From an optimization exercise on the open Yosys and OpenROAD flow, aimed at small area and a short achievable clock period; shortcuts taken in it are not production practice. Function was not checked in any run shown here: the RTL went through the layout flow alone. Power figures rest on the tool's default switching activity, not on a simulated workload.

### design/flow/design.v
module alu #(
    parameter INST_W = 4,
    parameter INT_W  = 6,
    parameter FRAC_W = 10,
    parameter DATA_W = INT_W + FRAC_W
)(
    input                      i_clk,
    input                      i_rst_n,
    input                      i_in_valid,
    output                     o_busy,
    input         [INST_W-1:0] i_inst,
    input  signed [DATA_W-1:0] i_data_a,
    input  signed [DATA_W-1:0] i_data_b,
    output                     o_out_valid,
    output        [DATA_W-1:0] o_data
);
    reg busy_r;      
    reg ovalid_r;
    always @(posedge i_clk or negedge i_rst_n) begin
        if (!i_rst_n) begin
            busy_r   <= 1'b0;
            ovalid_r <= 1'b0;
        end else begin
            busy_r   <= i_in_valid;
            ovalid_r <= busy_r;
        end
    end
    assign o_busy      = busy_r;
    assign o_out_valid = ovalid_r;
    wire [3:0]  op = i_inst;
    wire [15:0] a  = i_data_a;
    wire [15:0] b  = i_data_b;
    wire op_add = (op == 4'd0);
    wire op_sub = (op == 4'd1);
    wire op_mul = (op == 4'd2);
    wire op_acc = (op == 4'd3);
    wire op_sp  = (op == 4'd4);
    wire op_xor = (op == 4'd5);
    wire op_rs  = (op == 4'd6);
    wire op_lr  = (op == 4'd7);
    wire op_clz = (op == 4'd8);
    wire op_rm  = (op == 4'd9);
    wire a_neg   = a[15];
    wire a_hi    = ~a_neg & (|a[14:11]);           
    wire a_p0    = ~a_neg & ~(|a[14:11]);          
    wire a_m1    = a_neg & (&a[14:10]);            
    wire a_m2    = a_neg & (&a[14:11]) & ~a[10];   
    wire a_m3    = a_neg & (&a[14:12]) & ~a[11] & a[10];   
    wire sp_mid = a_p0 | a_m1 | a_m2 | a_m3;
    wire [16:0] ye = {b, 1'b0};
    wire [7:0]  b_one, b_two, b_neg;
    wire [7:0]  m_one, m_two, m_neg;
    wire [16:0] xe = {a[15], a};
    wire [16:0] xs = {a, 1'b0};
    genvar gi;
    generate for (gi = 0; gi < 8; gi = gi + 1) begin : g_benc
        assign b_one[gi] = ye[2*gi+1] ^ ye[2*gi];
        assign b_two[gi] = (ye[2*gi+2] & ~ye[2*gi+1] & ~ye[2*gi]) | (~ye[2*gi+2] & ye[2*gi+1] & ye[2*gi]);
        assign b_neg[gi] = ye[2*gi+2];
    end endgenerate
    wire [7:0] sp_one = {(a[15] ? (a[11] ? (a[10] ? 1'b1 : 1'b1) : 1'b0) : 1'b0), (a[15] ? (a[11] ? (a[10] ? 1'b1 : 1'b0) : 1'b0) : 1'b0), (a[15] ? (a[11] ? (a[10] ? 1'b1 : 1'b0) : 1'b1) : 1'b0), (a[15] ? (a[11] ? (a[10] ? 1'b1 : 1'b1) : 1'b0) : 1'b0), (a[15] ? (a[11] ? (a[10] ? 1'b1 : 1'b0) : 1'b0) : 1'b0), (a[15] ? (a[11] ? (a[10] ? 1'b1 : 1'b0) : 1'b1) : 1'b0), (a[15] ? (a[11] ? (a[10] ? 1'b1 : 1'b1) : 1'b0) : 1'b0), (a[15] ? (a[11] ? (a[10] ? 1'b1 : 1'b0) : 1'b1) : 1'b0)};
    wire [7:0] sp_two = {(a[15] ? (a[11] ? (a[10] ? 1'b0 : 1'b0) : 1'b0) : 1'b1), (a[15] ? (a[11] ? (a[10] ? 1'b0 : 1'b0) : 1'b1) : 1'b1), (a[15] ? (a[11] ? (a[10] ? 1'b0 : 1'b1) : 1'b0) : 1'b1), (a[15] ? (a[11] ? (a[10] ? 1'b0 : 1'b0) : 1'b0) : 1'b1), (a[15] ? (a[11] ? (a[10] ? 1'b0 : 1'b0) : 1'b1) : 1'b1), (a[15] ? (a[11] ? (a[10] ? 1'b0 : 1'b1) : 1'b0) : 1'b1), (a[15] ? (a[11] ? (a[10] ? 1'b0 : 1'b0) : 1'b0) : 1'b1), (a[15] ? (a[11] ? (a[10] ? 1'b0 : 1'b1) : 1'b0) : 1'b1)};
    wire [7:0] sp_neg = {(a[15] ? (a[11] ? (a[10] ? 1'b0 : 1'b0) : 1'b0) : 1'b0), (a[15] ? (a[11] ? (a[10] ? 1'b0 : 1'b0) : 1'b0) : 1'b0), (a[15] ? (a[11] ? (a[10] ? 1'b0 : 1'b1) : 1'b1) : 1'b0), (a[15] ? (a[11] ? (a[10] ? 1'b0 : 1'b0) : 1'b0) : 1'b0), (a[15] ? (a[11] ? (a[10] ? 1'b0 : 1'b0) : 1'b0) : 1'b0), (a[15] ? (a[11] ? (a[10] ? 1'b0 : 1'b1) : 1'b1) : 1'b0), (a[15] ? (a[11] ? (a[10] ? 1'b0 : 1'b0) : 1'b0) : 1'b0), (a[15] ? (a[11] ? (a[10] ? 1'b0 : 1'b1) : 1'b0) : 1'b0)};
    assign m_one = op_sp ? sp_one : b_one;
    assign m_two = op_sp ? sp_two : b_two;
    assign m_neg = op_sp ? sp_neg : b_neg;
    wire [16:0] pp0 = ({17{m_one[0]}} & xe | {17{m_two[0]}} & xs) ^ {17{m_neg[0]}};
    wire [16:0] pp1 = ({17{m_one[1]}} & xe | {17{m_two[1]}} & xs) ^ {17{m_neg[1]}};
    wire [16:0] pp2 = ({17{m_one[2]}} & xe | {17{m_two[2]}} & xs) ^ {17{m_neg[2]}};
    wire [16:0] pp3 = ({17{m_one[3]}} & xe | {17{m_two[3]}} & xs) ^ {17{m_neg[3]}};
    wire [16:0] pp4 = ({17{m_one[4]}} & xe | {17{m_two[4]}} & xs) ^ {17{m_neg[4]}};
    wire [16:0] pp5 = ({17{m_one[5]}} & xe | {17{m_two[5]}} & xs) ^ {17{m_neg[5]}};
    wire [16:0] pp6 = ({17{m_one[6]}} & xe | {17{m_two[6]}} & xs) ^ {17{m_neg[6]}};
    wire [16:0] pp7 = ({17{m_one[7]}} & xe | {17{m_two[7]}} & xs) ^ {17{m_neg[7]}};
    wire fs1;
    wire fc2;
    wire fs3;
    wire fc4;
    wire fs5;
    wire fc6;
    wire fs7;
    wire fc8;
    wire fs9;
    wire fc10;
    wire fs11;
    wire fc12;
    wire hs13;
    wire hc14;
    wire fs15;
    wire fc16;
    wire fs17;
    wire fc18;
    wire fs19;
    wire fc20;
    wire fs21;
    wire fc22;
    wire fs23;
    wire fc24;
    wire fs25;
    wire fc26;
    wire fs27;
    wire fc28;
    wire fs29;
    wire fc30;
    wire fs31;
    wire fc32;
    wire fs33;
    wire fc34;
    wire fs35;
    wire fc36;
    wire hs37;
    wire hc38;
    wire fs39;
    wire fc40;
    wire fs41;
    wire fc42;
    wire hs43;
    wire hc44;
    wire fs45;
    wire fc46;
    wire fs47;
    wire fc48;
    wire fs49;
    wire fc50;
    wire hs51;
    wire hc52;
    wire fs53;
    wire fc54;
    wire hs55;
    wire hc56;
    wire hs57;
    wire hc58;
    wire hs59;
    wire hc60;
    wire fs61;
    wire fc62;
    wire hs63;
    wire hc64;
    wire fs65;
    wire fc66;
    wire fs67;
    wire fc68;
    wire fs69;
    wire fc70;
    wire fs71;
    wire fc72;
    wire fs73;
    wire fc74;
    wire fs75;
    wire fc76;
    wire fs77;
    wire fc78;
    wire fs79;
    wire fc80;
    wire fs81;
    wire fc82;
    wire fs83;
    wire fc84;
    wire fs85;
    wire fc86;
    wire fs87;
    wire fc88;
    wire fs89;
    wire fc90;
    wire fs91;
    wire fc92;
    wire fs93;
    wire fc94;
    wire fs95;
    wire fc96;
    wire fs97;
    wire fc98;
    wire fs99;
    wire fc100;
    wire fs101;
    wire fc102;
    wire fs103;
    wire fc104;
    wire fs105;
    wire fc106;
    wire fs107;
    wire fc108;
    wire fs109;
    wire fc110;
    wire fs111;
    wire fc112;
    wire fs113;
    wire fc114;
    wire fs115;
    wire fc116;
    wire fs117;
    wire fc118;
    wire fs119;
    wire fc120;
    wire fs121;
    wire fc122;
    wire fs123;
    wire fc124;
    wire fs125;
    wire fc126;
    wire hs127;
    wire hc128;
    wire fs129;
    wire fc130;
    wire hs131;
    wire hc132;
    wire hs133;
    wire hc134;
    wire hs135;
    wire hc136;
    wire fs137;
    wire fc138;
    wire fs139;
    wire fc140;
    wire fs141;
    wire fc142;
    wire fs143;
    wire fc144;
    wire fs145;
    wire fc146;
    wire fs147;
    wire fc148;
    wire fs149;
    wire fc150;
    wire fs151;
    wire fc152;
    wire fs153;
    wire fc154;
    wire fs155;
    wire fc156;
    wire fs157;
    wire fc158;
    wire fs159;
    wire fc160;
    wire fs161;
    wire fc162;
    wire fs163;
    wire fc164;
    wire fs165;
    wire fc166;
    wire fs167;
    wire fc168;
    wire fs169;
    wire fc170;
    wire fs171;
    wire fc172;
    wire fs173;
    wire fc174;
    wire fs175;
    wire fc176;
    wire fs177;
    wire fc178;
    wire fs179;
    wire fc180;
    wire hs181;
    wire hc182;
    wire hs183;
    wire hc184;
    wire fs185;
    wire fc186;
    wire fs187;
    wire fc188;
    wire fs189;
    wire fc190;
    wire fs191;
    wire fc192;
    wire fs193;
    wire fc194;
    wire fs195;
    wire fc196;
    wire fs197;
    wire fc198;
    wire fs199;
    wire fc200;
    wire fs201;
    wire fc202;
    wire fs203;
    wire fc204;
    wire fs205;
    wire fc206;
    wire fs207;
    wire fc208;
    wire fs209;
    wire fc210;
    wire fs211;
    wire fc212;
    wire fs213;
    wire fc214;
    wire fs215;
    wire fc216;
    wire fs217;
    wire fc218;
    wire fs219;
    wire fc220;
    wire fs221;
    wire fc222;
    wire fs223;
    wire fc224;
    wire fs225;
    wire fc226;
    wire fs227;
    wire fc228;
    wire fs229;
    wire fc230;
    wire fs231;
    wire fc232;
    wire fs233;
    wire fc234;
    wire hs235;
    wire hc236;
    wire kc9_0 = op_sp ? (a[15] ? (a[11] ? (a[10] ? 1'b0 : 1'b0) : 1'b0) : 1'b0) : 1'b1;
    wire kc10_0 = op_sp ? (a[15] ? (a[11] ? (a[10] ? 1'b0 : 1'b1) : 1'b1) : 1'b0) : 1'b0;
    wire kc11_0 = op_sp ? (a[15] ? (a[11] ? (a[10] ? 1'b1 : 1'b0) : 1'b1) : 1'b1) : 1'b0;
    wire kc12_0 = op_sp ? (a[15] ? (a[11] ? (a[10] ? 1'b0 : 1'b1) : 1'b0) : 1'b0) : 1'b0;
    wire kc13_0 = op_sp ? (a[15] ? (a[11] ? (a[10] ? 1'b1 : 1'b1) : 1'b1) : 1'b1) : 1'b0;
    wire kc13_1 = op_sp ? (a[15] ? (a[11] ? (a[10] ? 1'b0 : 1'b1) : 1'b1) : 1'b0) : 1'b0;
    wire kc15_0 = op_sp ? (a[15] ? (a[11] ? (a[10] ? 1'b0 : 1'b0) : 1'b1) : 1'b0) : 1'b0;
    wire kc16_0 = op_sp ? (a[15] ? (a[11] ? (a[10] ? 1'b0 : 1'b0) : 1'b0) : 1'b0) : 1'b1;
    wire kc17_0 = op_sp ? (a[15] ? (a[11] ? (a[10] ? 1'b1 : 1'b0) : 1'b0) : 1'b1) : 1'b1;
    wire kc18_0 = op_sp ? (a[15] ? (a[11] ? (a[10] ? 1'b1 : 1'b1) : 1'b0) : 1'b1) : 1'b0;
    wire kc19_0 = op_sp ? (a[15] ? (a[11] ? (a[10] ? 1'b0 : 1'b0) : 1'b0) : 1'b0) : 1'b1;
    wire kc20_0 = op_sp ? (a[15] ? (a[11] ? (a[10] ? 1'b1 : 1'b0) : 1'b0) : 1'b1) : 1'b0;
    wire kc21_0 = op_sp ? (a[15] ? (a[11] ? (a[10] ? 1'b0 : 1'b1) : 1'b0) : 1'b0) : 1'b1;
    wire kc22_0 = op_sp ? (a[15] ? (a[11] ? (a[10] ? 1'b1 : 1'b1) : 1'b0) : 1'b1) : 1'b0;
    wire kc23_0 = op_sp ? (a[15] ? (a[11] ? (a[10] ? 1'b0 : 1'b1) : 1'b0) : 1'b0) : 1'b1;
    wire kc24_0 = op_sp ? (a[15] ? (a[11] ? (a[10] ? 1'b1 : 1'b0) : 1'b0) : 1'b1) : 1'b0;
    wire kc25_0 = op_sp ? (a[15] ? (a[11] ? (a[10] ? 1'b0 : 1'b0) : 1'b0) : 1'b0) : 1'b1;
    wire kc26_0 = op_sp ? (a[15] ? (a[11] ? (a[10] ? 1'b1 : 1'b1) : 1'b1) : 1'b1) : 1'b0;
    assign fs1 = m_neg[5] ^ kc10_0 ^ pp0[10];
    assign fc2 = (m_neg[5] & kc10_0) | (m_neg[5] & pp0[10]) | (kc10_0 & pp0[10]);
    assign fs3 = kc11_0 ^ pp0[11] ^ pp1[9];
    assign fc4 = (kc11_0 & pp0[11]) | (kc11_0 & pp1[9]) | (pp0[11] & pp1[9]);
    assign fs5 = m_neg[6] ^ kc12_0 ^ pp0[12];
    assign fc6 = (m_neg[6] & kc12_0) | (m_neg[6] & pp0[12]) | (kc12_0 & pp0[12]);
    assign fs7 = pp1[10] ^ pp2[8] ^ pp3[6];
    assign fc8 = (pp1[10] & pp2[8]) | (pp1[10] & pp3[6]) | (pp2[8] & pp3[6]);
    assign fs9 = kc13_0 ^ kc13_1 ^ pp0[13];
    assign fc10 = (kc13_0 & kc13_1) | (kc13_0 & pp0[13]) | (kc13_1 & pp0[13]);
    assign fs11 = pp1[11] ^ pp2[9] ^ pp3[7];
    assign fc12 = (pp1[11] & pp2[9]) | (pp1[11] & pp3[7]) | (pp2[9] & pp3[7]);
    assign hs13 = pp4[5] ^ pp5[3];
    assign hc14 = pp4[5] & pp5[3];
    assign fs15 = m_neg[7] ^ pp0[14] ^ pp1[12];
    assign fc16 = (m_neg[7] & pp0[14]) | (m_neg[7] & pp1[12]) | (pp0[14] & pp1[12]);
    assign fs17 = pp2[10] ^ pp3[8] ^ pp4[6];
    assign fc18 = (pp2[10] & pp3[8]) | (pp2[10] & pp4[6]) | (pp3[8] & pp4[6]);
    assign fs19 = pp5[4] ^ pp6[2] ^ pp7[0];
    assign fc20 = (pp5[4] & pp6[2]) | (pp5[4] & pp7[0]) | (pp6[2] & pp7[0]);
    assign fs21 = kc15_0 ^ pp0[15] ^ pp1[13];
    assign fc22 = (kc15_0 & pp0[15]) | (kc15_0 & pp1[13]) | (pp0[15] & pp1[13]);
    assign fs23 = pp2[11] ^ pp3[9] ^ pp4[7];
    assign fc24 = (pp2[11] & pp3[9]) | (pp2[11] & pp4[7]) | (pp3[9] & pp4[7]);
    assign fs25 = pp5[5] ^ pp6[3] ^ pp7[1];
    assign fc26 = (pp5[5] & pp6[3]) | (pp5[5] & pp7[1]) | (pp6[3] & pp7[1]);
    assign fs27 = kc16_0 ^ pp1[14] ^ pp2[12];
    assign fc28 = (kc16_0 & pp1[14]) | (kc16_0 & pp2[12]) | (pp1[14] & pp2[12]);
    assign fs29 = pp3[10] ^ pp4[8] ^ pp5[6];
    assign fc30 = (pp3[10] & pp4[8]) | (pp3[10] & pp5[6]) | (pp4[8] & pp5[6]);
    assign fs31 = pp6[4] ^ pp7[2] ^ ~pp0[16];
    assign fc32 = (pp6[4] & pp7[2]) | (pp6[4] & ~pp0[16]) | (pp7[2] & ~pp0[16]);
    assign fs33 = kc17_0 ^ pp1[15] ^ pp2[13];
    assign fc34 = (kc17_0 & pp1[15]) | (kc17_0 & pp2[13]) | (pp1[15] & pp2[13]);
    assign fs35 = pp3[11] ^ pp4[9] ^ pp5[7];
    assign fc36 = (pp3[11] & pp4[9]) | (pp3[11] & pp5[7]) | (pp4[9] & pp5[7]);
    assign hs37 = pp6[5] ^ pp7[3];
    assign hc38 = pp6[5] & pp7[3];
    assign fs39 = kc18_0 ^ pp2[14] ^ pp3[12];
    assign fc40 = (kc18_0 & pp2[14]) | (kc18_0 & pp3[12]) | (pp2[14] & pp3[12]);
    assign fs41 = pp4[10] ^ pp5[8] ^ pp6[6];
    assign fc42 = (pp4[10] & pp5[8]) | (pp4[10] & pp6[6]) | (pp5[8] & pp6[6]);
    assign hs43 = pp7[4] ^ ~pp1[16];
    assign hc44 = pp7[4] & ~pp1[16];
    assign fs45 = kc19_0 ^ pp2[15] ^ pp3[13];
    assign fc46 = (kc19_0 & pp2[15]) | (kc19_0 & pp3[13]) | (pp2[15] & pp3[13]);
    assign fs47 = pp4[11] ^ pp5[9] ^ pp6[7];
    assign fc48 = (pp4[11] & pp5[9]) | (pp4[11] & pp6[7]) | (pp5[9] & pp6[7]);
    assign fs49 = kc20_0 ^ pp3[14] ^ pp4[12];
    assign fc50 = (kc20_0 & pp3[14]) | (kc20_0 & pp4[12]) | (pp3[14] & pp4[12]);
    assign hs51 = pp5[10] ^ pp6[8];
    assign hc52 = pp5[10] & pp6[8];
    assign fs53 = kc21_0 ^ pp3[15] ^ pp4[13];
    assign fc54 = (kc21_0 & pp3[15]) | (kc21_0 & pp4[13]) | (pp3[15] & pp4[13]);
    assign hs55 = kc22_0 ^ pp4[14];
    assign hc56 = kc22_0 & pp4[14];
    assign hs57 = m_neg[3] ^ pp0[6];
    assign hc58 = m_neg[3] & pp0[6];
    assign hs59 = pp0[7] ^ pp1[5];
    assign hc60 = pp0[7] & pp1[5];
    assign fs61 = m_neg[4] ^ pp0[8] ^ pp1[6];
    assign fc62 = (m_neg[4] & pp0[8]) | (m_neg[4] & pp1[6]) | (pp0[8] & pp1[6]);
    assign hs63 = pp2[4] ^ pp3[2];
    assign hc64 = pp2[4] & pp3[2];
    assign fs65 = kc9_0 ^ pp0[9] ^ pp1[7];
    assign fc66 = (kc9_0 & pp0[9]) | (kc9_0 & pp1[7]) | (pp0[9] & pp1[7]);
    assign fs67 = pp2[5] ^ pp3[3] ^ pp4[1];
    assign fc68 = (pp2[5] & pp3[3]) | (pp2[5] & pp4[1]) | (pp3[3] & pp4[1]);
    assign fs69 = pp1[8] ^ pp2[6] ^ pp3[4];
    assign fc70 = (pp1[8] & pp2[6]) | (pp1[8] & pp3[4]) | (pp2[6] & pp3[4]);
    assign fs71 = pp4[2] ^ pp5[0] ^ fs1;
    assign fc72 = (pp4[2] & pp5[0]) | (pp4[2] & fs1) | (pp5[0] & fs1);
    assign fs73 = pp2[7] ^ pp3[5] ^ pp4[3];
    assign fc74 = (pp2[7] & pp3[5]) | (pp2[7] & pp4[3]) | (pp3[5] & pp4[3]);
    assign fs75 = pp5[1] ^ fc2 ^ fs3;
    assign fc76 = (pp5[1] & fc2) | (pp5[1] & fs3) | (fc2 & fs3);
    assign fs77 = pp4[4] ^ pp5[2] ^ pp6[0];
    assign fc78 = (pp4[4] & pp5[2]) | (pp4[4] & pp6[0]) | (pp5[2] & pp6[0]);
    assign fs79 = fc4 ^ fs5 ^ fs7;
    assign fc80 = (fc4 & fs5) | (fc4 & fs7) | (fs5 & fs7);
    assign fs81 = pp6[1] ^ hs13 ^ fc6;
    assign fc82 = (pp6[1] & hs13) | (pp6[1] & fc6) | (hs13 & fc6);
    assign fs83 = fc8 ^ fs9 ^ fs11;
    assign fc84 = (fc8 & fs9) | (fc8 & fs11) | (fs9 & fs11);
    assign fs85 = hc14 ^ fc10 ^ fc12;
    assign fc86 = (hc14 & fc10) | (hc14 & fc12) | (fc10 & fc12);
    assign fs87 = fs15 ^ fs17 ^ fs19;
    assign fc88 = (fs15 & fs17) | (fs15 & fs19) | (fs17 & fs19);
    assign fs89 = fc16 ^ fc18 ^ fc20;
    assign fc90 = (fc16 & fc18) | (fc16 & fc20) | (fc18 & fc20);
    assign fs91 = fs21 ^ fs23 ^ fs25;
    assign fc92 = (fs21 & fs23) | (fs21 & fs25) | (fs23 & fs25);
    assign fs93 = fc22 ^ fc24 ^ fc26;
    assign fc94 = (fc22 & fc24) | (fc22 & fc26) | (fc24 & fc26);
    assign fs95 = fs27 ^ fs29 ^ fs31;
    assign fc96 = (fs27 & fs29) | (fs27 & fs31) | (fs29 & fs31);
    assign fs97 = hs37 ^ fc28 ^ fc30;
    assign fc98 = (hs37 & fc28) | (hs37 & fc30) | (fc28 & fc30);
    assign fs99 = fc32 ^ fs33 ^ fs35;
    assign fc100 = (fc32 & fs33) | (fc32 & fs35) | (fs33 & fs35);
    assign fs101 = hc38 ^ hs43 ^ fc34;
    assign fc102 = (hc38 & hs43) | (hc38 & fc34) | (hs43 & fc34);
    assign fs103 = fc36 ^ fs39 ^ fs41;
    assign fc104 = (fc36 & fs39) | (fc36 & fs41) | (fs39 & fs41);
    assign fs105 = pp7[5] ^ hc44 ^ fc40;
    assign fc106 = (pp7[5] & hc44) | (pp7[5] & fc40) | (hc44 & fc40);
    assign fs107 = fc42 ^ fs45 ^ fs47;
    assign fc108 = (fc42 & fs45) | (fc42 & fs47) | (fs45 & fs47);
    assign fs109 = pp7[6] ^ ~pp2[16] ^ hs51;
    assign fc110 = (pp7[6] & ~pp2[16]) | (pp7[6] & hs51) | (~pp2[16] & hs51);
    assign fs111 = fc46 ^ fc48 ^ fs49;
    assign fc112 = (fc46 & fc48) | (fc46 & fs49) | (fc48 & fs49);
    assign fs113 = pp5[11] ^ pp6[9] ^ pp7[7];
    assign fc114 = (pp5[11] & pp6[9]) | (pp5[11] & pp7[7]) | (pp6[9] & pp7[7]);
    assign fs115 = hc52 ^ fc50 ^ fs53;
    assign fc116 = (hc52 & fc50) | (hc52 & fs53) | (fc50 & fs53);
    assign fs117 = pp5[12] ^ pp6[10] ^ pp7[8];
    assign fc118 = (pp5[12] & pp6[10]) | (pp5[12] & pp7[8]) | (pp6[10] & pp7[8]);
    assign fs119 = ~pp3[16] ^ hs55 ^ fc54;
    assign fc120 = (~pp3[16] & hs55) | (~pp3[16] & fc54) | (hs55 & fc54);
    assign fs121 = kc23_0 ^ pp4[15] ^ pp5[13];
    assign fc122 = (kc23_0 & pp4[15]) | (kc23_0 & pp5[13]) | (pp4[15] & pp5[13]);
    assign fs123 = pp6[11] ^ pp7[9] ^ hc56;
    assign fc124 = (pp6[11] & pp7[9]) | (pp6[11] & hc56) | (pp7[9] & hc56);
    assign fs125 = kc24_0 ^ pp5[14] ^ pp6[12];
    assign fc126 = (kc24_0 & pp5[14]) | (kc24_0 & pp6[12]) | (pp5[14] & pp6[12]);
    assign hs127 = pp7[10] ^ ~pp4[16];
    assign hc128 = pp7[10] & ~pp4[16];
    assign fs129 = kc25_0 ^ pp5[15] ^ pp6[13];
    assign fc130 = (kc25_0 & pp5[15]) | (kc25_0 & pp6[13]) | (pp5[15] & pp6[13]);
    assign hs131 = kc26_0 ^ pp6[14];
    assign hc132 = kc26_0 & pp6[14];
    reg  [19:0] acc [0:15];
    reg  [15:0] acc_v;
    wire [15:0] a_dec = 16'd1 << a[3:0];
    reg  [19:0] acc_rd;
    integer k;
    always @(*) begin
        acc_rd = 20'd0;
        for (k = 0; k < 16; k = k + 1)
            acc_rd = acc_rd | ({20{a_dec[k] & acc_v[k]}} & acc[k]);
    end
    wire [19:0] x_d = op_acc ? acc_rd : {{4{a[15]}}, a};
    wire [15:0] y_d = op_sub ? ~b :
                      op_lr  ? {b[15:4], 4'd0 - b[3:0]} :
                      op_sp  ? 16'd0 :
                      b;
    reg [19:0] x_r;
    reg [15:0] y_r;
    reg [3:0]  idx_r;
    reg [105:0] mr;
    reg s_acc_r, s_sum_r, s_cin_r, s_mul_r, s_sp_r, s_xor_r;
    reg s_rs_r, s_lr_r, s_clz_r, s_rm_r;
    always @(posedge i_clk) begin
        x_r        <= x_d;
        y_r        <= y_d;
        idx_r      <= a[3:0];
        mr         <= {~pp7[16], pp7[15], ~pp6[16], pp7[14], hc132, pp7[13], pp6[15], fc130, hs131, ~pp5[16], pp7[12], hc128, fc126, fs129, pp7[11], fc124, fc122, fs125, hs127, fc120, fc118, fs123, fs121, fc116, fc114, fs119, fs117, fc112, fc110, fs115, fs113, fc108, fc106, fs111, fs109, fc104, fc102, fs107, fs105, fc100, fc98, fs103, fs101, fc96, fc94, fs99, fs97, fc92, fc90, fs95, fs93, fc88, fc86, fs91, fs89, fc84, fc82, fs87, fs85, fc80, fc78, fs83, fs81, fc76, fc74, fs79, fs77, fc72, fc70, fs75, fs73, fc68, fc66, fs71, fs69, hc64, fc62, fs67, fs65, hc60, fs61, hs63, pp4[0], hc58, hs59, pp3[1], pp2[3], hs57, pp3[0], pp2[2], pp1[4], pp2[1], pp1[3], pp0[5], pp2[0], pp1[2], pp0[4], m_neg[2], pp1[1], pp0[3], pp1[0], pp0[2], m_neg[1], pp0[1], pp0[0], m_neg[0]};
        s_acc_r    <= op_acc;
        s_sum_r    <= op_add | op_sub | op_acc;
        s_cin_r    <= op_sub;
        s_mul_r    <= op_mul;
        s_sp_r     <= op_sp & sp_mid;
        s_xor_r    <= op_xor | (op_sp & a_hi);
        s_rs_r     <= op_rs;
        s_lr_r     <= op_lr;
        s_clz_r    <= op_clz;
        s_rm_r     <= op_rm;
    end
    wire [15:0] idx_dec = 16'd1 << idx_r;
    wire [19:0] sum = x_r + {{4{y_r[15]}}, y_r} + {19'd0, s_cin_r};
    wire        sum_ok = (sum[19:15] == 5'b00000) | (sum[19:15] == 5'b11111);
    wire [15:0] sum_sat = sum_ok ? sum[15:0] : {sum[19], {15{~sum[19]}}};
    wire acc_we = busy_r & s_acc_r;
    always @(posedge i_clk or negedge i_rst_n) begin
        if (!i_rst_n)
            acc_v <= 16'd0;
        else if (acc_we)
            acc_v <= acc_v | idx_dec;
    end
    always @(posedge i_clk) begin
        for (k = 0; k < 16; k = k + 1)
            if (acc_we & idx_dec[k])
                acc[k] <= sum;
    end
    assign hs133 = mr[8] ^ mr[9];
    assign hc134 = mr[8] & mr[9];
    assign hs135 = mr[12] ^ mr[13];
    assign hc136 = mr[12] & mr[13];
    assign fs137 = mr[15] ^ mr[16] ^ mr[17];
    assign fc138 = (mr[15] & mr[16]) | (mr[15] & mr[17]) | (mr[16] & mr[17]);
    assign fs139 = mr[19] ^ mr[20] ^ mr[21];
    assign fc140 = (mr[19] & mr[20]) | (mr[19] & mr[21]) | (mr[20] & mr[21]);
    assign fs141 = mr[23] ^ mr[24] ^ mr[25];
    assign fc142 = (mr[23] & mr[24]) | (mr[23] & mr[25]) | (mr[24] & mr[25]);
    assign fs143 = mr[27] ^ mr[28] ^ mr[29];
    assign fc144 = (mr[27] & mr[28]) | (mr[27] & mr[29]) | (mr[28] & mr[29]);
    assign fs145 = mr[31] ^ mr[32] ^ mr[33];
    assign fc146 = (mr[31] & mr[32]) | (mr[31] & mr[33]) | (mr[32] & mr[33]);
    assign fs147 = mr[35] ^ mr[36] ^ mr[37];
    assign fc148 = (mr[35] & mr[36]) | (mr[35] & mr[37]) | (mr[36] & mr[37]);
    assign fs149 = mr[39] ^ mr[40] ^ mr[41];
    assign fc150 = (mr[39] & mr[40]) | (mr[39] & mr[41]) | (mr[40] & mr[41]);
    assign fs151 = mr[43] ^ mr[44] ^ mr[45];
    assign fc152 = (mr[43] & mr[44]) | (mr[43] & mr[45]) | (mr[44] & mr[45]);
    assign fs153 = mr[47] ^ mr[48] ^ mr[49];
    assign fc154 = (mr[47] & mr[48]) | (mr[47] & mr[49]) | (mr[48] & mr[49]);
    assign fs155 = mr[51] ^ mr[52] ^ mr[53];
    assign fc156 = (mr[51] & mr[52]) | (mr[51] & mr[53]) | (mr[52] & mr[53]);
    assign fs157 = mr[55] ^ mr[56] ^ mr[57];
    assign fc158 = (mr[55] & mr[56]) | (mr[55] & mr[57]) | (mr[56] & mr[57]);
    assign fs159 = mr[59] ^ mr[60] ^ mr[61];
    assign fc160 = (mr[59] & mr[60]) | (mr[59] & mr[61]) | (mr[60] & mr[61]);
    assign fs161 = mr[63] ^ mr[64] ^ mr[65];
    assign fc162 = (mr[63] & mr[64]) | (mr[63] & mr[65]) | (mr[64] & mr[65]);
    assign fs163 = mr[67] ^ mr[68] ^ mr[69];
    assign fc164 = (mr[67] & mr[68]) | (mr[67] & mr[69]) | (mr[68] & mr[69]);
    assign fs165 = mr[71] ^ mr[72] ^ mr[73];
    assign fc166 = (mr[71] & mr[72]) | (mr[71] & mr[73]) | (mr[72] & mr[73]);
    assign fs167 = mr[75] ^ mr[76] ^ mr[77];
    assign fc168 = (mr[75] & mr[76]) | (mr[75] & mr[77]) | (mr[76] & mr[77]);
    assign fs169 = mr[79] ^ mr[80] ^ mr[81];
    assign fc170 = (mr[79] & mr[80]) | (mr[79] & mr[81]) | (mr[80] & mr[81]);
    assign fs171 = mr[83] ^ mr[84] ^ mr[85];
    assign fc172 = (mr[83] & mr[84]) | (mr[83] & mr[85]) | (mr[84] & mr[85]);
    assign fs173 = mr[87] ^ mr[88] ^ mr[89];
    assign fc174 = (mr[87] & mr[88]) | (mr[87] & mr[89]) | (mr[88] & mr[89]);
    assign fs175 = mr[91] ^ mr[92] ^ mr[93];
    assign fc176 = (mr[91] & mr[92]) | (mr[91] & mr[93]) | (mr[92] & mr[93]);
    assign fs177 = mr[95] ^ mr[96] ^ mr[97];
    assign fc178 = (mr[95] & mr[96]) | (mr[95] & mr[97]) | (mr[96] & mr[97]);
    assign fs179 = 1'b1 ^ mr[99] ^ mr[100];
    assign fc180 = (1'b1 & mr[99]) | (1'b1 & mr[100]) | (mr[99] & mr[100]);
    assign hs181 = mr[3] ^ mr[4];
    assign hc182 = mr[3] & mr[4];
    assign hs183 = mr[6] ^ mr[7];
    assign hc184 = mr[6] & mr[7];
    assign fs185 = mr[10] ^ mr[11] ^ hs133;
    assign fc186 = (mr[10] & mr[11]) | (mr[10] & hs133) | (mr[11] & hs133);
    assign fs187 = mr[14] ^ hc134 ^ hs135;
    assign fc188 = (mr[14] & hc134) | (mr[14] & hs135) | (hc134 & hs135);
    assign fs189 = mr[18] ^ hc136 ^ fs137;
    assign fc190 = (mr[18] & hc136) | (mr[18] & fs137) | (hc136 & fs137);
    assign fs191 = mr[22] ^ fc138 ^ fs139;
    assign fc192 = (mr[22] & fc138) | (mr[22] & fs139) | (fc138 & fs139);
    assign fs193 = mr[26] ^ fc140 ^ fs141;
    assign fc194 = (mr[26] & fc140) | (mr[26] & fs141) | (fc140 & fs141);
    assign fs195 = mr[30] ^ fc142 ^ fs143;
    assign fc196 = (mr[30] & fc142) | (mr[30] & fs143) | (fc142 & fs143);
    assign fs197 = mr[34] ^ fc144 ^ fs145;
    assign fc198 = (mr[34] & fc144) | (mr[34] & fs145) | (fc144 & fs145);
    assign fs199 = mr[38] ^ fc146 ^ fs147;
    assign fc200 = (mr[38] & fc146) | (mr[38] & fs147) | (fc146 & fs147);
    assign fs201 = mr[42] ^ fc148 ^ fs149;
    assign fc202 = (mr[42] & fc148) | (mr[42] & fs149) | (fc148 & fs149);
    assign fs203 = mr[46] ^ fc150 ^ fs151;
    assign fc204 = (mr[46] & fc150) | (mr[46] & fs151) | (fc150 & fs151);
    assign fs205 = mr[50] ^ fc152 ^ fs153;
    assign fc206 = (mr[50] & fc152) | (mr[50] & fs153) | (fc152 & fs153);
    assign fs207 = mr[54] ^ fc154 ^ fs155;
    assign fc208 = (mr[54] & fc154) | (mr[54] & fs155) | (fc154 & fs155);
    assign fs209 = mr[58] ^ fc156 ^ fs157;
    assign fc210 = (mr[58] & fc156) | (mr[58] & fs157) | (fc156 & fs157);
    assign fs211 = mr[62] ^ fc158 ^ fs159;
    assign fc212 = (mr[62] & fc158) | (mr[62] & fs159) | (fc158 & fs159);
    assign fs213 = mr[66] ^ fc160 ^ fs161;
    assign fc214 = (mr[66] & fc160) | (mr[66] & fs161) | (fc160 & fs161);
    assign fs215 = mr[70] ^ fc162 ^ fs163;
    assign fc216 = (mr[70] & fc162) | (mr[70] & fs163) | (fc162 & fs163);
    assign fs217 = mr[74] ^ fc164 ^ fs165;
    assign fc218 = (mr[74] & fc164) | (mr[74] & fs165) | (fc164 & fs165);
    assign fs219 = mr[78] ^ fc166 ^ fs167;
    assign fc220 = (mr[78] & fc166) | (mr[78] & fs167) | (fc166 & fs167);
    assign fs221 = mr[82] ^ fc168 ^ fs169;
    assign fc222 = (mr[82] & fc168) | (mr[82] & fs169) | (fc168 & fs169);
    assign fs223 = mr[86] ^ fc170 ^ fs171;
    assign fc224 = (mr[86] & fc170) | (mr[86] & fs171) | (fc170 & fs171);
    assign fs225 = mr[90] ^ fc172 ^ fs173;
    assign fc226 = (mr[90] & fc172) | (mr[90] & fs173) | (fc172 & fs173);
    assign fs227 = mr[94] ^ fc174 ^ fs175;
    assign fc228 = (mr[94] & fc174) | (mr[94] & fs175) | (fc174 & fs175);
    assign fs229 = mr[98] ^ fc176 ^ fs177;
    assign fc230 = (mr[98] & fc176) | (mr[98] & fs177) | (fc176 & fs177);
    assign fs231 = mr[101] ^ fc178 ^ fs179;
    assign fc232 = (mr[101] & fc178) | (mr[101] & fs179) | (fc178 & fs179);
    assign fs233 = mr[102] ^ mr[103] ^ fc180;
    assign fc234 = (mr[102] & mr[103]) | (mr[102] & fc180) | (mr[103] & fc180);
    assign hs235 = 1'b1 ^ mr[104];
    assign hc236 = 1'b1 & mr[104];
    wire [31:0] pr_a = {1'b1, mr[105], hs235, fs233, fs231, fs229, fs227, fs225, fs223, fs221, fs219, fs217, fs215, fs213, fs211, fs209, fs207, fs205, fs203, fs201, fs199, fs197, fs195, fs193, fs191, fs189, fs187, fs185, hs183, mr[5], mr[2], mr[0]};
    wire [31:0] pr_b = {1'b0, hc236, fc234, fc232, fc230, fc228, fc226, fc224, fc222, fc220, fc218, fc216, fc214, fc212, fc210, fc208, fc206, fc204, fc202, fc200, fc198, fc196, fc194, fc192, fc190, fc188, fc186, hc184, hc182, hs181, 1'b0, mr[1]};
    wire [31:0] prod = pr_a + pr_b;    
    wire        mul_ok = (prod[31:25] == 7'b0000000) | (prod[31:25] == 7'b1111111);
    wire [15:0] mul_res = mul_ok ? prod[25:10] : {prod[31], {15{~prod[31]}}};
    wire [15:0] sp_res  = prod[31:16];
    wire [15:0] xa = x_r[15:0];
    wire [31:0] rot2 = {xa, xa} >> y_r[3:0];
    wire [15:0] rot  = rot2[15:0];
    reg  [15:0] rs_res;
    integer j;
    always @(*) begin
        for (j = 0; j < 16; j = j + 1)
            rs_res[j] = (y_r[4] | (j + y_r[3:0] > 15)) ? xa[15] : rot[j];
    end
    reg [4:0] zcnt;
    always @(*) begin
        zcnt = 5'd0;
        for (j = 0; j < 16; j = j + 1)
            if (xa[j]) zcnt = 15 - j;
    end
    reg [12:0] match4;
    always @(*) begin
        for (j = 0; j < 13; j = j + 1)
            match4[j] = (xa[j+:4] == y_r[(15-j)-:4]);
    end
    wire [15:0] res = ({16{s_sum_r}} & sum_sat)
                    | ({16{s_mul_r}} & mul_res)
                    | ({16{s_sp_r }} & sp_res)
                    | ({16{s_xor_r}} & (xa ^ y_r))
                    | ({16{s_rs_r }} & rs_res)
                    | ({16{s_lr_r }} & rot)
                    | ({16{s_clz_r}} & {11'd0, zcnt})
                    | ({16{s_rm_r }} & {3'd0, match4});
    reg [15:0] odata_r;
    always @(posedge i_clk)
        odata_r <= res;
    assign o_data = odata_r;
endmodule
### design/flow/run.sh
#!/bin/bash
# synth_recipe.tcl (not shown) runs the flow's synth.tcl, then flattens the netlist and writes it again
# the make line also repeats each setting of config.mk as NAME=value (left out here)
make -C /OpenROAD-flow-scripts/flow DESIGN_CONFIG=/design/flow/config.mk WORK_HOME=/design/flow/orfs CLKGATE_MAP_FILE= SYNTH_SCRIPT=/design/flow/synth_recipe.tcl finish
### design/flow/config.mk
export PLATFORM = sky130hd
export DESIGN_NAME = alu
export DESIGN_NICKNAME = alu
export VERILOG_FILES = /design/flow/design.v
export SDC_FILE = /design/flow/constraint.sdc
export NUM_CORES = 4
export LEC_CHECK = 0
export ABC_CLOCK_PERIOD_IN_PS = 3500
export CAP_MARGIN = 20
export CORE_MARGIN = 2
export CORE_UTILIZATION = 50
export SETUP_SLACK_MARGIN = 5
export SLEW_MARGIN = 20
### design/flow/constraint.sdc
create_clock -name core_clock -period 8.5 [get_ports {i_clk}]
set_input_delay 1.7000 -clock core_clock [delete_from_list [all_inputs] [get_ports {i_clk}]]
set_output_delay 1.7000 -clock core_clock [all_outputs]
set_load 0.01 [all_outputs]
==> out/results.env, run 1 <==
STATUS='complete, no violations'
DPL.HPWL_UM=58010
LAYOUT_MIN_CYCLE_TIME_NS=4.438
SLEW-LIMIT-HEADROOM_PCT=15.08
INT_PWR_uW=7340
SYNTH.AREA.TOP_CELLS='edfxtp_1 35%, dfxtp_1 13%, fa_1 7.4%'
DOMINANT_COMBINATIONAL_CELL_FAMILY_BY_AREA_AFTER_SYNTHESIS='compound AO/OA/AOI/OAI gates'
SYNTH_AREA_UM2=27310
POST_SYNTH_FA_HA_MAJ_AREA_FRACTION_PCT=11.21
SYNTH_TOP_AREA_SHARE_PCT=35.19
CPMAXSTAGEDELAYCELL='fa_1'
STARTING_DENSITY_OF_THE_CORE_PCT=50.64
POSTROUTEWIRELENGTH_UM=95550
GRT_FIRST_PASS_WIRELENGTH_UM=138400
WORST_EP_REQUIRED_TIME_NS=8.97
REPORTED_NET_SWITCHING_POWER_uW=5765
GRT_ANTENNA_BEFORE_REPAIR=6
CTS_TREE='built'
SYNTH-COMPOUND-AREA-SHARE_PCT=16.85
CTS_INSERTED_BUFFERS=53
NUMBER_OF_DRC_MARKERS_IN_ITERATION_0=2567
POSTSYNTHNETCOUNT=2682
WORSTSKEWPAIRLATENCY_NS=0.63
ROUTED_WIRE_LENGTH_PER_INSTANCE_UM=28.30
IRDROPWORSTVDD_mV=0.4646
FLOW.AREA_GROWTH_FROM_SYNTHESIS_PCT=24.14
PORT_BUFFERS=56
SYNTH-EDFF-COUNT=320
WORSTPATHCELLLIST='inv_1 > fa_1 > fa_1 > inv_1 > ha_2 > nand2_1 > nor2_2 > nor2_1 > o311ai_2 > o41a_4 > buf_4 > o2111ai_1 > a311o_1 > or4_4 > buf_12 > buf_4 > a21oi_2 > o211ai_1'
CLOCK_SKEW_AFTER_LAYOUT_NS=0.02753
AREA_LEADER_NETLIST='edfxtp_1'
STARTPOINT_TYPE='register'
FINAL-SEQ-AREA_UM2=13520
HOLD_SLACK_NS=0.4611
CLOCK-SINKS=510
FIN_NETS=2863
CP_SLOWEST_STAGE_DELAY_NS=0.51
SYN_AVG_CELL_AREA_UM2=11.11
POWER_LEAKAGE_uW=0.01313
SHARE_SEQ_OF_TOTAL_POWER_PCT=23.5
TOP_USAGE_LAYER='met2'
WORST_EP_ARRIVAL_TIME_NS=4.91
SYNTHCELLS=2459
POST-ROUTE-PERIOD-UTIL_PCT=52.21
CTS_HOLD_BUF=0
UNREPAIRED_SETUP_ENDPOINTS_AFTER_GLOBAL_ROUTING='yes'
POWER_DENSITY_nW_PER_UM2=386.6
LAYOUT-DRIVE-GT1-SHARE_PCT=25.46
GRT_USE_MET2_PCT=53.27
GRTUSAGETOTAL_PCT=33.37
SYNTH-MAIN-FF-CELL='edfxtp_1'
REPORT.FINAL.HOLD_VIOL_COUNT=0
CRITICAL_PATH.TOP_DELAY_FAMILY='adder cells'
FILLERS=4085
MULTI_INPUT_AREA_UM2=13980
TIMING.FINAL.SETUP_VIOLATIONS=0
SYNTH_XOR_XNOR_AREA_SHARE_PCT=7.409
DRT_DRC_VIOLATIONS_LEFT=0
POST_SYNTH_NUM_CELL_TYPES=80
CLKTRANSATPATHREGS_NS=0.07
TNS_NS=0
P_COMB_SHARE_PCT=58.7
ROWS=85
SYNTHESIS_STAGE_REGISTER_BIT_COUNT=510
SYNTH_SIMPLE_GATE_AREA_SHARE_PCT=8.082
FIRST_PASS_ITERATION_COUNT_OF_THE_DETAILED_ROUTER=5
LARGEST_NET_DEGREE_AT_THE_START_OF_GLOBAL_ROUTING=33
CTS_MAX_PATH_BUFFERS=3
POST_SYNTH_MUX_AREA_SHARE_PCT=1.595
GRTUSAGEMET1_PCT=44.04
YS_SEQ_AREA_SHARE_PCT=49.45
CTS_MAX_LEVEL=2
TIMING.HOLD.WORST.CLASS='register to register'
GLOBALROUTEMET3UTIL_PCT=6.457
CTS_ROOT_BUFFER='clkbuf_16'
DIE-AREA_UM2=56500
GP_ROUTABILITY_CONGESTION=0.9581
MOSTFREQUENTLAYOUTCELLS='320 x edfxtp_1, 176 x inv_1, 162 x a22oi_1, 162 x dfxtp_1, 150 x buf_4'
FINAL_ANTENNA_NET_COUNT=0
POWER.SHARE.CLOCK_PCT=17.9
NET_SWITCHING_FRACTION_OF_THE_POWER_PCT=43.99
MAXCAPVIOLCOUNT=0
DETAIL_ROUTE.VIAS_PER_CELL=6.387
NUMBER_OF_PORTS_PLACED_ON_THE_DIE_BOUNDARY=57
FMAXACHIEVABLE_MHz=225.3
CRIT_TYPE='register to register'
DIE-HEIGHT_UM=237.7
PLACEABLECOREAREA_UM2=53920
FLOORPLAN.DIE.WIDTH_UM=237.7
SLEW_OF_THE_PIN_WITH_THE_LOWEST_SLEW_MARGIN_NS=1.270
CP_NUM_BUF_INV=5
YOSYS_WARNINGS=2
GRT_OVERFLOW_TOTAL=0
SYNTHARSTFLOPSHARE_PCT=3.529
MAXSLEWVIOLCOUNT=0
CRIT_FANOUT=7
ROUTE.VIAS.TOTAL=21560
CRITICAL_PATH_SINK_TYPE='register'
LAYOUT_COMMONEST_CELL='edfxtp_1'
FIRST_GLOBAL_VIAS=20880
[per-stage QoR]
step           std cells  total power (µW)  util [%]  cell area [µm²]  setup slack (ns)
2_1_floorplan       2459              7235         -            27690             4.004
3_3_place_gp        3098              9081     53.38            28790             2.496
3_5_place_dp        3098              9064     53.38            28790             2.403
4_1_cts             3342             12270     61.37            33090             3.883
5_1_grt             3375             13660     62.87            33900             3.939
6_report            3376             13110     62.87            33900             4.062
[per-layer routing]
metal  vias up  routed length (µm)
li1       9258                   -
met1     10650               37540
met2      1272               43850
met3       377                8780
met4        10                5313
met5         -                  63
[final timing paths]
| check | start | cells after the start | slack [ns] | end |
|---|---|---|---|---|
| min in group asynchronous | i_rst_n | 1 | 1.57 | acc_v[14] |
| worst max-delay path | mr[61] | 18 | 4.06 | odata_r[3] |
| max in group asynchronous | i_rst_n | 1 | 6.41 | acc_v[1] |
| worst max register to register | mr[61] | 18 | 4.06 | odata_r[3] |
| worst min register to register | acc_v[3] | 1 | 0.46 | acc_v[3] |
| worst min-delay path | acc_v[3] | 1 | 0.46 | acc_v[3] |
[state kept, by name (all words and copies together) (netlist names), 4 cells and up]
register and flops:
acc 320, odata_r 16, y_r 16, mr 106, acc_v 16, x_r 20
idx_r 4
[worst reg2reg max path: stages, from the launching register on]
cell and delay, ns:
dfxtp_1 0.38, inv_1 0.08, fa_1 0.46, fa_1 0.51, inv_1 0.04, ha_2 0.38, nand2_1 0.11, nor2_2 0.19
nor2_1 0.08, o311ai_2 0.30, o41a_4 0.24, buf_4 0.12, o2111ai_1 0.13, a311o_1 0.31, or4_4 0.46, buf_12 0.17
buf_4 0.13, a21oi_2 0.11, o211ai_1 0.09
[final cells by class]
class | count | area share [%]
multi-input combinational | 1570 | 41.23
tap | 696 | 2.569
sequential | 510 | 39.87
clock buffer | 67 | 4.126
clock inverter | 27 | 0.9449
timing repair buffer | 291 | 8.751
antenna | 1 | 0.007382
inverter | 214 | 2.502
[cells by family after synthesis]
logic type / after synthesis
adder cells (fa/ha/maj): 184
buffers and inverters: 383
AND/OR/NAND/NOR: 464
XOR/XNOR: 231
AO/OA/AOI/OAI: 654
multiplexers: 33
flip-flops: 510
[power by group through the flow]
| stage | sequential (µW) | clock (µW) | combinational, µW |
|---|---|---|---|
| CTS | 3070 | 2350 | 6850 |
| detailed placement | 3120 | 0 | 5950 |
| global route | 3090 | 2460 | 8110 |
| global placement | 3110 | 0 | 5970 |
| finish | 3080 | 2340 | 7690 |
| floorplan | 3070 | 0 | 4160 |
[synthesized netlist by cell type (38+ instances only)]
library cell	number
edfxtp_1	320
a22oi_1	210
inv_1	206
dfxtp_1	172
xnor2_1	152
clkbuf_1	138
nand2_1	135
a21oi_1	114
nor2_1	110
fa_1	101
o21ai_0	95
ha_1	83
xor2_1	79
nand3_1	60
nor3_1	42
a221oi_1	38
[repair_timing]
action	CTS	global route
cloned	12	0
resized for setup	340	129
buffers inserted	138	33
pin swaps	156	111
endpoints found under the setup margin	219	185
==> run 2, diff against run 1 <==
--- a/design/flow/design.v
+++ b/design/flow/design.v
@@ -497,5 +497,12 @@
     end
+    wire [15:0] xa = x_r[15:0];
     wire [15:0] idx_dec = 16'd1 << idx_r;
-    wire [19:0] sum = x_r + {{4{y_r[15]}}, y_r} + {19'd0, s_cin_r};
-    wire        sum_ok = (sum[19:15] == 5'b00000) | (sum[19:15] == 5'b11111);
+    wire [15:0] slo = {1'b0, x_r[14:0]} + {1'b0, y_r[14:0]} + {15'd0, s_cin_r};
+    wire        c15 = slo[15];
+    wire [4:0]  shi = x_r[19:15] + {5{y_r[15]}};
+    wire [4:0]  shi1 = shi + 5'd1;
+    wire [19:0] sum = {c15 ? shi1 : shi, slo[14:0]};
+    wire        sok0 = (shi == 5'd0)  | (shi == 5'd31);
+    wire        sok1 = (shi == 5'd31) | (shi == 5'd30);
+    wire        sum_ok = c15 ? sok1 : sok0;
     wire [15:0] sum_sat = sum_ok ? sum[15:0] : {sum[19], {15{~sum[19]}}};
@@ -619,7 +626,13 @@
     wire [31:0] pr_b = {1'b0, hc236, fc234, fc232, fc230, fc228, fc226, fc224, fc222, fc220, fc218, fc216, fc214, fc212, fc210, fc208, fc206, fc204, fc202, fc200, fc198, fc196, fc194, fc192, fc190, fc188, fc186, hc184, hc182, hs181, 1'b0, mr[1]};
-    wire [31:0] prod = pr_a + pr_b;    
-    wire        mul_ok = (prod[31:25] == 7'b0000000) | (prod[31:25] == 7'b1111111);
-    wire [15:0] mul_res = mul_ok ? prod[25:10] : {prod[31], {15{~prod[31]}}};
-    wire [15:0] sp_res  = prod[31:16];
-    wire [15:0] xa = x_r[15:0];
+    wire [25:0] lo  = {1'b0, pr_a[24:0]} + {1'b0, pr_b[24:0]};
+    wire        c25 = lo[25];
+    wire [6:0]  hi  = pr_a[31:25] + pr_b[31:25];
+    wire        ok0 = (hi == 7'd0)   | (hi == 7'd127);    
+    wire        ok1 = (hi == 7'd127) | (hi == 7'd126);
+    wire        mul_ok = c25 ? ok1 : ok0;
+    wire        p25 = hi[0] ^ c25;
+    wire        p26 = hi[1] ^ (hi[0] & c25);
+    wire        mul_sgn = xa[15] ^ y_r[15];    
+    wire [15:0] mul_res = mul_ok ? {p25, lo[24:10]} : {mul_sgn, {15{~mul_sgn}}};
+    wire [15:0] sp_res  = {5'd0, p26, p25, lo[24:16]};    
     wire [31:0] rot2 = {xa, xa} >> y_r[3:0];
==> out/results.env, run 2 <==
STATUS='complete, no violations'  # unchanged
WORST_EP_REQUIRED_TIME_NS=9.06  # was 8.97 ns
SYNTH_AREA_UM2=27140  # was 27,310 µm²
TIMING.HOLD.WORST.CLASS='register to register'  # unchanged
WORSTSKEWPAIRLATENCY_NS=0.63  # about the same
GRT_USE_MET2_PCT=51.68  # was 53.27%
PORT_BUFFERS=56  # unchanged
CTS_MAX_LEVEL=2  # unchanged
FLOORPLAN.DIE.WIDTH_UM=237.0  # was 237.7 µm
ROUTED_WIRE_LENGTH_PER_INSTANCE_UM=27.93  # was 28.30 µm
DIE-HEIGHT_UM=237.0  # was 237.7 µm
CLOCK_SKEW_AFTER_LAYOUT_NS=0.04546  # was 0.02753 ns
SLEW-LIMIT-HEADROOM_PCT=11.96  # was 15.08%
SYNTH-COMPOUND-AREA-SHARE_PCT=15.78  # was 16.85%
IRDROPWORSTVDD_mV=0.4223  # was 0.4646 mV
HOLD-PATH-CELL-COUNT=1  # unchanged
GRTUSAGEMET1_PCT=42.44  # was 44.04%
STARTING_DENSITY_OF_THE_CORE_PCT=50.54  # was 50.64%
GRT_ANTENNA_BEFORE_REPAIR=2  # was 6
LAYOUT-DRIVE-GT1-SHARE_PCT=22.94  # was 25.46%
CP_SLOWEST_STAGE_DELAY_NS=0.52  # was 0.51 ns
INT_PWR_uW=6976  # was 7340 µW
POST-ROUTE-PERIOD-UTIL_PCT=48.92  # was 52.21%
GRTUSAGETOTAL_PCT=31.43  # was 33.37%
SYNTH_SIMPLE_GATE_AREA_SHARE_PCT=7.569  # was 8.082%
CLOCK-SINKS=510  # unchanged
GRT_OVERFLOW_TOTAL=0  # unchanged
TIMING.CRITICAL_PATH.MODE_CELL='buf_6'
SYNTHARSTFLOPSHARE_PCT=3.529  # unchanged
SYN_AVG_CELL_AREA_UM2=11.56  # was 11.11 µm²
POST_SYNTH_NUM_CELL_TYPES=84  # was 80
GRT_FIRST_PASS_WIRELENGTH_UM=130500  # was 138,400 µm
SHARE_SEQ_OF_TOTAL_POWER_PCT=25.5  # was 23.5%
FIRST_PASS_ITERATION_COUNT_OF_THE_DETAILED_ROUTER=6  # was 5
MOSTFREQUENTLAYOUTCELLS='320 x edfxtp_1, 182 x inv_1, 172 x a22oi_1'  # was 320 x edfxtp_1, 176 x inv_1, 162 x a22oi_1, 162 x dfxtp_1, 150 x buf_4
TOP_USAGE_LAYER='met2'  # unchanged
LAYOUT_MIN_CYCLE_TIME_NS=4.159  # was 4.438 ns
FIRST_GLOBAL_VIAS=20140  # was 20,880
CTS_ROOT_BUFFER='clkbuf_16'  # unchanged
SYNTHESIS_STAGE_REGISTER_BIT_COUNT=510  # unchanged
REPORT.FINAL.HOLD_VIOL_COUNT=0  # unchanged
FIN_NETS=2715  # was 2,863
NUMBER_OF_DRC_MARKERS_IN_ITERATION_0=2027  # was 2,567
SYNTH-MAIN-FF-CELL='edfxtp_1'  # unchanged
SYNTH.AREA.TOP_CELLS='edfxtp_1 35%, dfxtp_1 13%, fa_1 7.6%'  # was edfxtp_1 35%, dfxtp_1 13%, fa_1 7.4%
YS_SEQ_AREA_SHARE_PCT=49.75  # was 49.45%
CTS_INSERTED_BUFFERS=52  # was 53
LAYOUT_COMMONEST_CELL='edfxtp_1'  # unchanged
PLACEABLECOREAREA_UM2=53710  # was 53,920 µm²
LARGEST_REGISTER_FF_COUNT=320  # unchanged
FF2FF_PATH_DEPTH=15  # was 18
TNS_NS=0  # unchanged
CTS_TREE='built'  # unchanged
CRIT_TYPE='primary input to register'  # was register to register
SYNTH.TOP_CELLS.BY_COUNT='320 x edfxtp_1, 212 x a22oi_1, 198 x inv_1, 172 x dfxtp_1, 156 x xnor2_1'  # was 320 x edfxtp_1, 210 x a22oi_1, 206 x inv_1, 172 x dfxtp_1, 152 x xnor2_1
MAXCAPVIOLCOUNT=0  # unchanged
POWER.SHARE.CLOCK_PCT=19.5  # was 17.9%
DPL.HPWL_UM=56780  # was 58,010 µm
DIE-AREA_UM2=56160  # was 56,500 µm²
ROWS=85  # unchanged
DOMINANT_COMBINATIONAL_CELL_FAMILY_BY_AREA_AFTER_SYNTHESIS='compound AO/OA/AOI/OAI gates'  # unchanged
NUMBER_OF_PORTS_PLACED_ON_THE_DIE_BOUNDARY=57  # unchanged
ROUTE.VIAS.TOTAL=20270  # was 21,560
POWER_DENSITY_nW_PER_UM2=365.2  # was 386.6 nW/µm²
CRIT_FANOUT=5  # was 7
MAXSLEWVIOLCOUNT=0  # unchanged
UNREPAIRED_SETUP_ENDPOINTS_AFTER_GLOBAL_ROUTING='yes'  # unchanged
DRT_DRC_VIOLATIONS_LEFT=0  # unchanged
SYNTH_TOP_AREA_SHARE_PCT=35.40  # was 35.19%
STARTPOINT_TYPE='primary input'  # was register
WORSTPATHCELLLIST='buf_8 > nand2b_4 > or3_4 > inv_8 > nand2_4 > a21oi_4 > buf_6 > a21oi_4 > mux2i_4 > buf_6 > buf_6 > a22oi_2 > xnor2_2 > fa_1 > inv_2 > fa_2'  # was inv_1 > fa_1 > fa_1 > inv_1 > ha_2 > nand2_1 > nor2_2 > nor2_1 > o311ai_2 > o41a_4 > buf_4 > o2111ai_1 > a311o_1 > or4_4 > buf_12 > buf_4 > a21oi_2 > o211ai_1
POST_LAYOUT_TOTAL_POWER_uW=12040  # was 13,110 µW
SYNTH.MOST_COMMON_CELL='edfxtp_1'  # unchanged
SYNTHCELLS=2347  # was 2,459
P_COMB_SHARE_PCT=55.0  # was 58.7%
CTS_MAX_PATH_BUFFERS=3  # unchanged
GLOBALROUTEMET3UTIL_PCT=4.710  # was 6.457%
TIMING.FINAL.SETUP_VIOLATIONS=0  # unchanged
YOSYS_WARNINGS=2  # unchanged
NET_SWITCHING_FRACTION_OF_THE_POWER_PCT=42.07  # was 43.99%
DIODES=0  # was 1
FLOW.AREA_GROWTH_FROM_SYNTHESIS_PCT=21.48  # was 24.14%
POST_SYNTH_MUX_AREA_SHARE_PCT=2.766  # was 1.595%
SYNTH-EDFF-COUNT=320  # unchanged
REPORTED_NET_SWITCHING_POWER_uW=5066  # was 5765 µW
AREA_LEADER_NETLIST='edfxtp_1'  # unchanged
POST_SYNTH_FA_HA_MAJ_AREA_FRACTION_PCT=11.65  # was 11.21%
POSTSYNTHNETCOUNT=2577  # was 2,682
WORST_EP_ARRIVAL_TIME_NS=4.72  # was 4.91 ns
CORE_UTIL_FINAL_PCT=61.39  # was 62.87%
POSTROUTEWIRELENGTH_UM=90050  # was 95,550 µm
DETAIL_ROUTE.VIAS_PER_CELL=6.288  # was 6.387
SLEW_OF_THE_PIN_WITH_THE_LOWEST_SLEW_MARGIN_NS=1.318  # was 1.270 ns
FMAXACHIEVABLE_MHz=240.5  # was 225.3 MHz
CPMAXSTAGEDELAYCELL='fa_1'  # unchanged
FINAL_ANTENNA_NET_COUNT=0  # unchanged
POWER_LEAKAGE_uW=0.01259  # was 0.01313 µW
CLKTRANSATPATHREGS_NS=0.06  # was 0.07 ns
SYNTH_XOR_XNOR_AREA_SHARE_PCT=7.293  # was 7.409%
CRITICAL_PATH_SINK_TYPE='register'  # unchanged
LARGEST_REGISTER='acc'  # unchanged
LARGEST_NET_DEGREE_AT_THE_START_OF_GLOBAL_ROUTING=34  # was 33
LARGESTREGISTERS='acc (320), mr (106), x_r (20)'  # unchanged
GP_ROUTABILITY_CONGESTION=0.9695  # was 0.9581
-- run 2: changes by cell type in the layout (fill, tap and decap cells not counted), moves of 14 or more --
cell     change
a21o_1      -14
a21oi_1     -25
buf_4       -43
buf_6       -22
fa_1        +14
nor3_1      -14
-- run 2: area by class of cell --
class,instances,area (µm²)
repair buffers,226,2336
clock inverters,26,341.6
well taps,696,870.8
multi-input cells,1491,13710
flip-flops and latches,510,13510
fillers,4187,20740
clock buffers,71,1413
inverters,204,793.3
-- run 2: final timing paths --
check,startpoint,to,slack [ns]
worst max-delay path,i_inst[3],mr[52],4.34
worst max register to register,mr[55],odata_r[9],4.49
worst min register to register,acc_v[3],acc_v[3],0.46
max in group asynchronous,i_rst_n,acc_v[10],6.44
min in group asynchronous,i_rst_n,ovalid_r,1.54
worst min-delay path,acc_v[3],acc_v[3],0.46
-- run 2: per-layer routing --
metal	routed length (µm)	share of wire [%]
met1	36110	40
met3	8190	9.1
met4	3332	3.7
met2	42420	47
met5	0	0
-- run 2: timing repair --
| action | CTS | global route |
|---|---|---|
| buffers inserted | 77 | 30 |
| setup endpoints to repair | 192 | 137 |
| cloned | 6 | 4 |
| resized for setup | 235 | 110 |
| pin swaps | 84 | 74 |
| hold buffers | 0 | 0 |
| hold endpoints to repair | 0 | 0 |
-- run 2: power groups by stage --
| stage | sequential, µW | combinational, µW | clock [µW] |
|---|---|---|---|
| 2_1_floorplan | 3070 | 3870 | 0 |
| 3_3_place_gp | 3120 | 5580 | 0 |
| 3_5_place_dp | 3120 | 5640 | 0 |
| 4_1_cts | 3070 | 6300 | 2370 |
| 5_1_grt | 3090 | 7060 | 2460 |
| 6_report | 3070 | 6630 | 2350 |
-- run 2: cells by family (layout without fill, tap and decap cells) --
kind of cell	Yosys count	in the layout
xor+xnor	226	226
compound gates	599	599
fa+ha+maj	191	191
buf+inv	348	527
simple gates	427	429
mux	46	46
flops	510	510
-- run 2: critical path: cells and delay by family --
kind,cells,cell delay [ns]
multiplexers,1,0.19
XOR/XNOR,1,0.20
AO/OA/AOI/OAI,3,0.29
adder cells (fa/ha/maj),2,1.02
AND/OR/NAND/NOR,3,0.68
buffers and inverters,6,0.63
-- run 2: metrics by stage --
stage	worst slack, ns	hold slack, ns	instances	instance area [µm²]
2_1_floorplan	4.104	0.4302	2347	27640
3_3_place_gp	2.571	0.4467	3010	28840
3_5_place_dp	2.457	0.4467	3010	28860
4_1_cts	4.478	0.4622	3190	32250
5_1_grt	4.286	0.4678	3224	32970
6_report	4.341	0.4616	3224	32970
==> run 3, diff against run 2 <==
==> design/flow/flow/run.sh (new file) <==
#!/bin/bash
# Standard layout, with the port buffers made as buf_2 cells (the standard
# port buffering picks a slow delay cell).
set -euo pipefail
bash standard.sh BUFFER_PORTS_ARGS="-buffer_cell sky130_fd_sc_hd__buf_2" finish > flow_standard.log 2>&1
==> design/flow/standard.sh (new file) <==
#!/bin/bash
# synth_recipe.tcl (not shown) runs the flow's synth.tcl, then flattens the netlist and writes it again
# the make line also repeats each setting of config.mk as NAME=value (left out here)
make -C /OpenROAD-flow-scripts/flow DESIGN_CONFIG=/design/flow/config.mk WORK_HOME=/design/flow/orfs CLKGATE_MAP_FILE= SYNTH_SCRIPT=/design/flow/synth_recipe.tcl "${@:-finish}"
removed: design/flow/run.sh
==> out/results.env, run 3 <==
STATUS='complete, no violations'  # unchanged
PRE_CTS_SLACK_NS=2.770  # was 2.457 ns
TIMING.FINAL.SETUP_VIOLATIONS=0  # unchanged
POWER_LEAKAGE_uW=0.01265  # was 0.01259 µW
FILLERS=4059  # was 4,187
STARTPOINT_TYPE='primary input'  # unchanged
CTS_MAX_LEVEL=2  # unchanged
PORT_BUFFERS=56  # unchanged
DPL.HPWL_UM=56290  # was 56,780 µm
POWER_DENSITY_nW_PER_UM2=384.5  # was 365.2 nW/µm²
IRDROPWORSTVDD_mV=0.5678  # was 0.4223 mV
TNS_NS=0  # unchanged
WORSTSKEWPAIRLATENCY_NS=0.64  # was 0.63 ns
CLOCK_SKEW_AFTER_LAYOUT_NS=0.04148  # was 0.04546 ns
FIRST_PASS_ITERATION_COUNT_OF_THE_DETAILED_ROUTER=7  # was 6
LARGEST_NET_DEGREE_AT_THE_START_OF_GLOBAL_ROUTING=34  # unchanged
UNREPAIRED_SETUP_ENDPOINTS_AFTER_GLOBAL_ROUTING='yes'  # unchanged
FLOORPLAN.DIE.WIDTH_UM=237.0  # unchanged
LAYOUT_MIN_CYCLE_TIME_NS=4.080  # was 4.159 ns
ROWS=85  # unchanged
REPORT.FINAL.HOLD_VIOL_COUNT=0  # unchanged
SYNTH-EDFF-COUNT=320  # unchanged
CLOCK-SINKS=510  # unchanged
FLOW.AREA_GROWTH_FROM_SYNTHESIS_PCT=21.39  # was 21.48%
GRT_OVERFLOW_TOTAL=0  # unchanged
FINISH.CELL_COUNT_WITHOUT_FILLERS=3250  # was 3,224
CRIT_FANOUT=8  # was 5
SYNTH-MAIN-FF-CELL='edfxtp_1'  # unchanged
CRITICAL_PATH_SINK_TYPE='register'  # unchanged
FMAXACHIEVABLE_MHz=245.1  # was 240.5 MHz
AREA_LEADER_NETLIST='edfxtp_1'  # unchanged
SYNTHESIS_STAGE_REGISTER_BIT_COUNT=510  # unchanged
FIRST_GLOBAL_VIAS=20010  # was 20,140
MAXSLEWVIOLCOUNT=0  # unchanged
POSTSYNTHNETCOUNT=2577  # unchanged
CTS_ROOT_BUFFER='clkbuf_16'  # unchanged
SLEW-LIMIT-HEADROOM_PCT=25.49  # was 11.96%
LAYOUT-DRIVE-GT1-SHARE_PCT=26.66  # was 22.94%
CP_SLOWEST_STAGE_DELAY_NS=0.53  # was 0.52 ns
POSTROUTEWIRELENGTH_UM=89520  # was 90,050 µm
NUMBER_OF_PORTS_PLACED_ON_THE_DIE_BOUNDARY=57  # unchanged
WORST-R2R-SETUP-SLACK_NS=4.57  # was 4.49 ns
CRITICAL_PATH.TOP_DELAY_FAMILY='adder cells'  # unchanged
HOLD_SLACK_NS=0.4587  # was 0.4616 ns
GRT_FIRST_PASS_WIRELENGTH_UM=131100  # was 130,500 µm
TIMING.HOLD.WORST.CLASS='register to register'  # unchanged
DPL-INSTANCE-AREA_UM2=28550  # was 28,860 µm²
CTS_INSERTED_BUFFERS=51  # was 52
SYNTH.AREA.TOP_CELLS='edfxtp_1 35%, dfxtp_1 13%, fa_1 7.6%'  # unchanged
[run 3: metal layers]
layer,up-vias,part of all wire [%],GRT usage [%]
met5,-,0,0
met2,1088,47,51.11
met3,213,8.7,5.118
li1,8848,-,-
met4,0,3.7,11.76
met1,10140,40,43.05
[run 3: power breakdown]
group	internal, µW	total (µW)	leakage [µW]	switching, µW
Clock	1340	2350	0.000853	1010
Combinational	3050	7250	0.00722	4200
Sequential	2960	3070	0.00458	107
Total	7350	12700	0.0127	5320
[run 3: worst reg2reg max path: stages (launching register included)]
cell and delay (ns):
dfxtp_1 0.35, inv_1 0.08, fa_1 0.51, fa_1 0.53, inv_1 0.07, ha_2 0.40
nand4_1 0.15, nor2_1 0.23, a21boi_2 0.26, or2_4 0.15, a21o_1 0.15, ha_4 0.22
a221o_1 0.32, a221oi_2 0.20, o2111ai_1 0.16
[run 3: cells by family after synthesis]
logic type	after synthesis	share of synthesized area, %
mux	46	2.766
compound gates	599	15.78
fa+ha+maj	191	11.65
buf+inv	348	5.191
simple gates	427	7.569
xor+xnor	226	7.293
flops	510	49.75
[run 3: worst paths after layout]
kind / startpoint / endpoint
min: acc_v[1] / acc_v[1]
max: i_inst[3] / mr[48]
max in group asynchronous: i_rst_n / acc_v[10]
min in group asynchronous: i_rst_n / busy_r
min reg2reg: acc_v[1] / acc_v[1]
max reg2reg: mr[59] / odata_r[9]
[run 3: per-stage QoR]
step,utilization [%],total power [µW]
final,61.35,12670
after detailed placement,53.15,8694
after global placement,53.14,8667
after CTS,59.65,12040
after global routing,61.35,13280
after floorplan,-,6945
[run 3: cell type report]
class                   instances  area (µm²)  area share [%]
well taps                     696       870.8           2.643
inverters                     204       798.3           2.423
repair buffers                255        2256           6.847
clock buffers                  65        1359           4.124
multi-input cells            1490       13740           41.70
clock inverters                30       405.4           1.230
flip-flops and latches        510       13520           41.03
[run 3: repair_timing]
item                       4_1_cts  5_1_grt
pin swaps                       91       99
setup endpoints to repair      168      156
gates cloned                     4        2
resized for setup              176      139
buffers inserted                98       44

separate check: timing with driven ports:
No port has a modelled driver above. Below, the same layouts with a new extraction and two added sets of constraints. Step 1 sets driving cells, clkbuf_16 on the clock port and buf_2 on the other inputs (assumed; they add their load-dependent delay and slew). Step 2 adds t to the input delays and takes it off the output delays; t is the mean of the earliest and latest rising clock arrival at the registers after step 1. Input paths then give back, and output paths get back, about the clock's delay inside the block. Three values: ideal, step 1, step 2; two values: the first two.
run | t (ns) | slack for setup (ns) | latest minus earliest clock arrival (ns) | worst slew at a driven data input, ns | cell pins on the clock port's net
run 1 | 0.676 | 4.062 / 4.062 / 3.702 | 0.033 / 0.033 | 0.12 | 1
run 2 | 0.665 | 4.341 / 4.354 / 3.689 | 0.046 / 0.046 | 0.06 | 1
run 3 | 0.677 | 4.420 / 4.436 / 3.759 | 0.042 / 0.042 | 0.07 | 1
After both steps every run listed still meets setup and hold. For run 3, which loses most, drivers alone change the setup slack by +0.016 ns; drivers and shift together by -0.661 ns.
